Background: an optimization exercise with open tools, aiming at small area, a short achievable clock period and few clock cycles. Do not read the settings as production practice.
Only simulation tests tie the RTL to the original design; equivalence was not proved.
No activity file was given, so power comes from the tool's default toggle rates.

## flow/design.v (module list and top-level ports; edited modules follow where they fit)
// module ks_add: 30 lines
// module core_top: 1210 lines
module core_top (
    input clk,
    input reset,
    input [31:0] instr_memory_data,
    input [31:0] data_memory_data,
    output [31:0] instr_memory_addr,
    output [31:0] data_memory_addr,
    output [31:0] data_memory_wd,
    output data_memory_we,
    output instr_memory_enable
);
  // ...
==> flow/flow/run.sh <==
#!/bin/bash
# Standard ORFS layout (the standard.sh, unchanged synthesis) with two layout knobs:
#  - timing repair aims for 16.3 ns more setup slack than the constraint requires, so that the
#    resizer works on the design's real critical paths instead of stopping at 22 ns;
#  - port buffers use buf_4 instead of the default pick.
# The clock, the constraints and the flow scripts are unchanged.
set -euo pipefail
export SETUP_SLACK_MARGIN=16.3
export BUFFER_PORTS_ARGS="-buffer_cell sky130_fd_sc_hd__buf_4"
bash standard.sh > standard_flow.log 2>&1
==> flow/standard.sh <==
#!/bin/bash
# synth_recipe.tcl (not shown) runs the flow's synth.tcl, then flattens the netlist and writes it again
# the make line also repeats each setting of config.mk as NAME=value (left out here)
make -C /OpenROAD-flow-scripts/flow DESIGN_CONFIG=/design/flow/config.mk WORK_HOME=/design/flow/orfs CLKGATE_MAP_FILE= SYNTH_SCRIPT=/design/flow/synth_recipe.tcl "${@:-finish}"
==> flow/config.mk <==
export PLATFORM = sky130hd
export DESIGN_NAME = core_top
export DESIGN_NICKNAME = core_top
export VERILOG_FILES = /design/flow/design.v
export SDC_FILE = /design/flow/constraint.sdc
export NUM_CORES = 4
export LEC_CHECK = 0
export ABC_AREA = 1
export CAP_MARGIN = 20
export CORE_MARGIN = 2
export CORE_UTILIZATION = 50
export CTS_CLUSTER_DIAMETER = 60
export CTS_CLUSTER_SIZE = 25
export SLEW_MARGIN = 20
export SYNTH_HIERARCHICAL = 1
==> flow/constraint.sdc <==
create_clock -name core_clock -period 22.0 [get_ports {clk}]
set_input_delay 4.4000 -clock core_clock [delete_from_list [all_inputs] [get_ports {clk}]]
set_output_delay 4.4000 -clock core_clock [all_outputs]
set_load 0.01 [all_outputs]
==> impl_metrics.csv, run 1 <==
group,metric,value,unit
outcome,outcome,"timing/DRC/antenna clean",
cells_and_area,layout_commonest_cell,"nand2_1",
global_routing,grt_use_total,0.493,
setup_path,rr_startpoint,"d_instr[13]",
clock_network,clock-sinks,1321,
cells_and_area,largest_class,"multi-input gates",
yosys,async_flop_share,0,
placed_design,dp_hpwl,290000,um
cells_and_area,num-fill-cells,14662,
min_path,worstHoldEndpoint,"m_load",
yosys,yosys.area_share.simple,0.176,
drt,drt_iter0_drc,14160,
yosys,synthMuxAreaShare,0.000952,
die,ios,164,
setup_path,cp_slowest_cell,"nor4_1",
cells_and_area,clk_share,0.0440,
clock_network,post_cts_buffers,66,
timing,rsz0062_at_grt,"yes",
setup_path,path_delay_family,"simple AND/OR/NAND/NOR gates",
setup_path,r2r_cells,21,
yosys,ys_seq_area_frac,0.454,
yosys,synth_xor_area_frac,0.0514,
setup_path,crit_chain,"inv_1 > nor2_1 > inv_1 > nor2_1 > nand2_1 > inv_1 > buf_4 > nand2_1 > o2111ai_1 > nor4_1 > nand4_1 > nand2_1 > nand2_1 > ha_1 > nand2_1 > inv_1 > nand2_1 > nor3_1 > nand3_1 > nand4_1 > nand2_1",
flow_run,drv_cap,0,
cells_and_area,largest_register_ffs,992,
power_and_ir_drop,clk-power,2.23,mW
cells_and_area,sh_seq_area,0.402,
cells_and_area,nonClockInverterCount,1164,
power_and_ir_drop,powerSeq,3.34,mW
cells_and_area,nonClkBufAreaFrac,0.0508,
power_and_ir_drop,seqPwrFrac,0.272,
yosys,synth_top_family_by_area,"simple AND/OR/NAND/NOR gates",
setup_path,cp.required,22.69,ns
timing,finalSetupTns,0,ns
power_and_ir_drop,netSwitchingPower,5.63,mW
timing,setup_viol,0,
cells_and_area,clkbuf_count,114,
drt,drc_errors,0,
cells_and_area,regMostFlops,"rf",
cells_and_area,postLayoutCellArea,92600,um^2
yosys,ys.flop_type,"edfxtp_1",
power_and_ir_drop,intPower,6.63,mW
yosys,synth_seq_cells,1321,
global_routing,grt-ovfl-total,0,
power_and_ir_drop,leakagePower,37.4,nW
Testbench counts, summed over its fixed seeds: cycles 45,573.
==> run 2, diff against run 1 <==
--- a/flow/design.v
+++ b/flow/design.v
@@ -1117,18 +1117,23 @@
       eh1 = ev & (erd == rs1);
       eh2 = ev & (erd == rs2);
       hazard = (use1 & eh1 & elate) | (use2 & eh2 & elate)
              | (use1m & (eh1 | (mv & mload & (mrd == rs1))));
     end
   endfunction
   wire d_hazard = hazard(d_use1, d_use1m, d_use2, d_rs1, d_rs2, e_fw, e_rd, e_load | e_mul, m_fw, m_rd, m_load);
   wire [31:0] vb = m_hit1 ? m_alures : rf_r1;
-  wire [31:0] d_addr;
-  ks_add #(32) u_aadd (.a(vb), .b(d_isC ? immSs : imm16s), .cin(1'b0), .s(d_addr));
+  wire [15:0] d_off = d_isC ? immSs[15:0] : imm16s[15:0];
+  wire [16:0] d_alo;
+  ks_add #(17) u_aadd (.a({1'b0, vb[15:0]}), .b({1'b0, d_off}), .cin(1'b0), .s(d_alo));
+  wire [15:0] vb_hp1 = vb[31:16] + 16'd1;
+  wire [15:0] vb_hm1 = vb[31:16] - 16'd1;
+  wire [15:0] d_ahi = d_off[15] ? (d_alo[16] ? vb[31:16] : vb_hm1) : (d_alo[16] ? vb_hp1 : vb[31:16]);
+  wire [31:0] d_addr = {d_ahi, d_alo[15:0]};
   wire [31:0] imm16s = {{16{d_instr[31]}}, d_instr[31:16]};
   wire [31:0] imm16z = {16'd0, d_instr[31:16]};
   wire [31:0] immSs = {{16{d_instr[31]}}, d_instr[31:21], d_instr[10:6]};
   wire [31:0] imm21s = {{11{d_instr[31]}}, d_instr[31:11]};
   wire [31:0] imm21u = {d_instr[31:11], 11'd0};
   wire [29:0] d_pc4 = d_pc + 30'd1;
   wire [29:0] d_target = d_pc + (d_isG ? {{14{d_instr[31]}}, immSs[15:0]} : imm21s[31:2]);
   wire d_backward = d_instr[31];
==> flow/config.mk (replaced) <==
export PLATFORM = sky130hd
export DESIGN_NAME = core_top
export DESIGN_NICKNAME = core_top
export VERILOG_FILES = /design/flow/design.v
export SDC_FILE = /design/flow/constraint.sdc
export NUM_CORES = 4
export LEC_CHECK = 0
export CAP_MARGIN = 20
export CORE_MARGIN = 2
export CORE_UTILIZATION = 50
export CTS_CLUSTER_DIAMETER = 60
export CTS_CLUSTER_SIZE = 25
export SLEW_MARGIN = 20
export SYNTH_HIERARCHICAL = 1
==> run 2 against run 1 <==
  * Maximum frequency decreased by 0.47%
  * The layout now fails its checks (max-capacitance violations, max-slew violations)
  * Die area increased by 1.0%
  * Area after synthesis increased by 1.0%
  * Critical path depth increased by 3
  * Sequential power about the same
  * Total power increased by 9.5%
  * Cell area increased by 3.9%
  * Sequential share of layout area decreased by 1.5 points
  * Clock skew increased by 0.033 ns
  * First-iteration DRC count increased by 16%
  * Via count increased by 1.1%
  * Count of clock-buffer cells in the layout decreased by 6
==> impl_metrics.csv, run 2 <==
group,metric,value,unit
setup_path,end_kind,"register",
global_routing,grt_pass1_vias,73963,
setup_path,crit_chain,"buf_12 > nand3b_1 > buf_4 > nor2_4 > buf_8 > a22oi_1 > nand4_1 > nor3_2 > nand2_2 > a21boi_4 > ha_1 > a21oi_1 > o21ai_0 > a21oi_1 > o21ai_2 > xnor2_2 > a211oi_2 > o211ai_1 > nor4_2 > nand3_2 > nor2_2 > or4b_1 > o21ai_0 > xor2_1",
drt,avgViaCountPerCell,7.75,
flow_run,drv_cap,1,
yosys,ys_seq_area_frac,0.449,
power_and_ir_drop,leakagePower,34.4,nW
yosys,ys.flop_type,"edfxtp_1",
cells_and_area,largest_register_ffs,992,
clock_network,clk_pin_slew_worst_paths,0.10,ns
yosys,synth_seq_cells,1321,
timing,min_period_over_period,0.270,
die,rows,148,
cells_and_area,finalNetCount,8668,
setup_path,cp.required,22.72,ns
yosys,netlist-cell-type-count,115,
drt,wl_per_cell,42.6,um
clock_network,insertion_delay,0.85,ns
cells_and_area,drive_gt1_frac,0.184,
clock_network,clock-sinks,1321,
timing,finalSetupTns,0,ns
power_and_ir_drop,seqPwrFrac,0.251,
power_and_ir_drop,ir_worst_vdd,0.450,mV
yosys,netlist.top_cell.by_area,"edfxtp_1",
drt,wl,447000,um
setup_path,path_delay_family,"simple AND/OR/NAND/NOR gates",
placed_design,io_buffers,161,
clock_network,clockBufferDepth,3,
global_routing,grt_use_total,0.510,
drt,ant_nets,0,
yosys,synth.avg_cell_area,10.3,um^2
drt,drt_iter0_drc,16459,
cells_and_area,num-fill-cells,13744,
placed_design,dp_hpwl,282000,um
global_routing,grt_max_degree,73,
timing,slew_headroom,-0.800,
setup_path,worstPathArrival,6.67,ns
power_and_ir_drop,p_comb_frac,0.585,
setup_path,path_buf_inv,3,
cells_and_area,regMostFlops,"rf",
setup_path,cp-start-kind,"register",
die,die_area,168000,um^2
drt,vias,81247,
yosys,yosys-top-cells-count,"edfxtp_1, a22oi_1, nor2_1",
yosys,ys_top_cells_by_area,"edfxtp_1, a22oi_1, dfxtp_1",
die,core_area,163000,um^2
timing,rsz0062_at_grt,"yes",
power_and_ir_drop,power_frac_clock,0.164,
die,fp.dieW,410,um
power_and_ir_drop,switching_share,0.490,
yosys,synth_top_area_frac,0.384,
die,die_h,410,um
die,initial_core_util,0.505,
min_path,worstHoldPathType,"reg -> reg",
outcome,outcome,"finished with violations",
timing,fin_crit,5.95,ns
cells_and_area,final_cell_mix,"edfxtp_1, a22oi_1, buf_4",
cells_and_area,layout_commonest_cell,"edfxtp_1",
power_and_ir_drop,intPower,6.84,mW
power_and_ir_drop,p_per_area,139,nW/um^2
timing,hold_ws,0.348,ns
placed_design,gp_congestion,1.10,
yosys,syn_inst,7983,
global_routing,grt-ovfl-total,0,
clock_network,cts_tree,"yes",
timing,fin_skew,0.116,ns
clock_network,cts_made_buffers,105,
drt,drt-pass1-iter-count,13,
timing,setup_viol,0,
yosys,async_flop_share,0,
yosys,yosysMostFrequentCell,"edfxtp_1",
setup_path,crit_path_max_fanout,28,
global_routing,grt_pass1_wl,598000,um
timing,worstMarginPinSlew,2.68,ns
drt,drc_errors,0,
setup_path,cp_slowest_cell,"buf_8",
die,ios,164,
global_routing,antenna_found_initial,39,
yosys,synth_edf_count,1054,
cells_and_area,multi_input_area,43900,um^2
cells_and_area,regArea,37300,um^2
outcome,so.violations,"max-capacitance violations, max-slew violations",
setup_path,cpPeakStageDelay,0.46,ns
cells_and_area,area_growth,16.9,%
timing,drv_slew,4,
setup_path,criticalPathCategory,"reg -> reg",
clock_network,hold_buffers,0,
yosys,yosysWarnings,8,
timing,max_freq,0.168,GHz
timing,hold_violations,0,
power_and_ir_drop,netSwitchingPower,6.57,mW
clock_network,h-tree-depth,3,
yosys,syn_area,82300,um^2
clock_network,cts_root_buf,"clkbuf_16",
run 2: logic make-up (layout without fill, tap and decap cells):
kind of cell    after synthesis  count (layout)  synth area share
compound gates             2611            2613             0.226
simple gates               2002            2005             0.117
flops                      1321            1321             0.449
buf+inv                     944            1235            0.0445
xor+xnor                    450             450            0.0482
fa+ha+maj                   409             409            0.0795
mux                         245             246            0.0356
other cells                   1              24         0.0000456
run 2: per-stage QoR:
stage	setup slack [ns]	power (mW)	area, um^2	utilization	instances
3_3_place_gp	14.54	10.6	87000	0.533	9986
4_1_cts	16.06	13.0	93700	0.574	10313
6_report	16.05	13.4	96200	0.590	10478
3_5_place_dp	14.52	10.6	87000	0.533	9987
2_1_floorplan	16.16	7.18	82500	-	7987
5_1_grt	16.11	13.8	96200	0.589	10462
run 2: layer usage:
layer,up-vias,track usage,part of all wire,wire (um)
li1,31154,-,-,-
met1,38879,0.600,0.32,145000
met2,8441,0.733,0.41,181000
met3,2745,0.201,0.16,70400
met4,28,0.411,0.11,50100
met5,-,0.0172,0.0013,588
run 2: what timing repair did:
| item | 4_1_cts | 5_1_grt |
|---|---|---|
| gates cloned | 7 | 15 |
| resized for setup | 441 | 264 |
| buffers inserted | 122 | 131 |
| setup endpoints to repair | 237 | 166 |
| pin swaps | 43 | 75 |
run 2: area by class of cell:
cell class,count,share of cell area
antenna,19,0.000494
clock buffer,108,0.0274
clock inverter,89,0.0143
inverter,300,0.0126
multi-input combinational,5728,0.456
sequential,1321,0.387
tap,2175,0.0283
timing repair buffer,737,0.0733
timing repair inverter,1,0.0000780
run 2: power by group through the flow:
stage / combinational [mW] / sequential (mW) / clock [mW]
after floorplan: 3.87 / 3.30 / 0
after CTS: 7.46 / 3.35 / 2.20
after global placement: 7.14 / 3.41 / 0
after global routing: 8.17 / 3.36 / 2.28
final: 7.85 / 3.37 / 2.20
after detailed placement: 7.20 / 3.41 / 0
run 2: path summary, 6_finish.rpt:
path          startpoint          to  slack (ns)  cells past startpoint
max          d_instr[13]  e_addr[30]       16.05                     24
min               e_load      m_load        0.35                      0
max reg2reg  d_instr[13]  e_addr[30]       16.05                     24
min reg2reg       e_load      m_load        0.35                      0
Testbench counts of run 2, summed over its fixed seeds: cycles 45,573.

## static timing again, ports no longer ideal
How much do the figures lean on ideal ports? The routed layouts below were timed once more, with nothing changed but the port constraints. Step 1: set_driving_cell puts a clkbuf_16 on clk and a buf_2 on each other input, an assumption about the parent block. Step 2 also shifts input and output timing later by t, the mid clock arrival at the registers, as if the neighbouring blocks saw the same clock. a / b / c = ideal ports / drivers / drivers and shift; a / b = the first two.
| run | shift t [ns] | slack for setup (ns) | latest minus earliest clock arrival (ns) |
|---|---|---|---|
| run 1 | 0.907 | 16.078 / 16.078 / 15.266 | 0.086 / 0.086 |
| run 2 | 0.886 | 16.050 / 16.050 / 15.362 | 0.119 / 0.119 |
The setup slack of run 1, which loses most, moves by 0.000 ns with the drivers and by -0.812 ns with both steps.
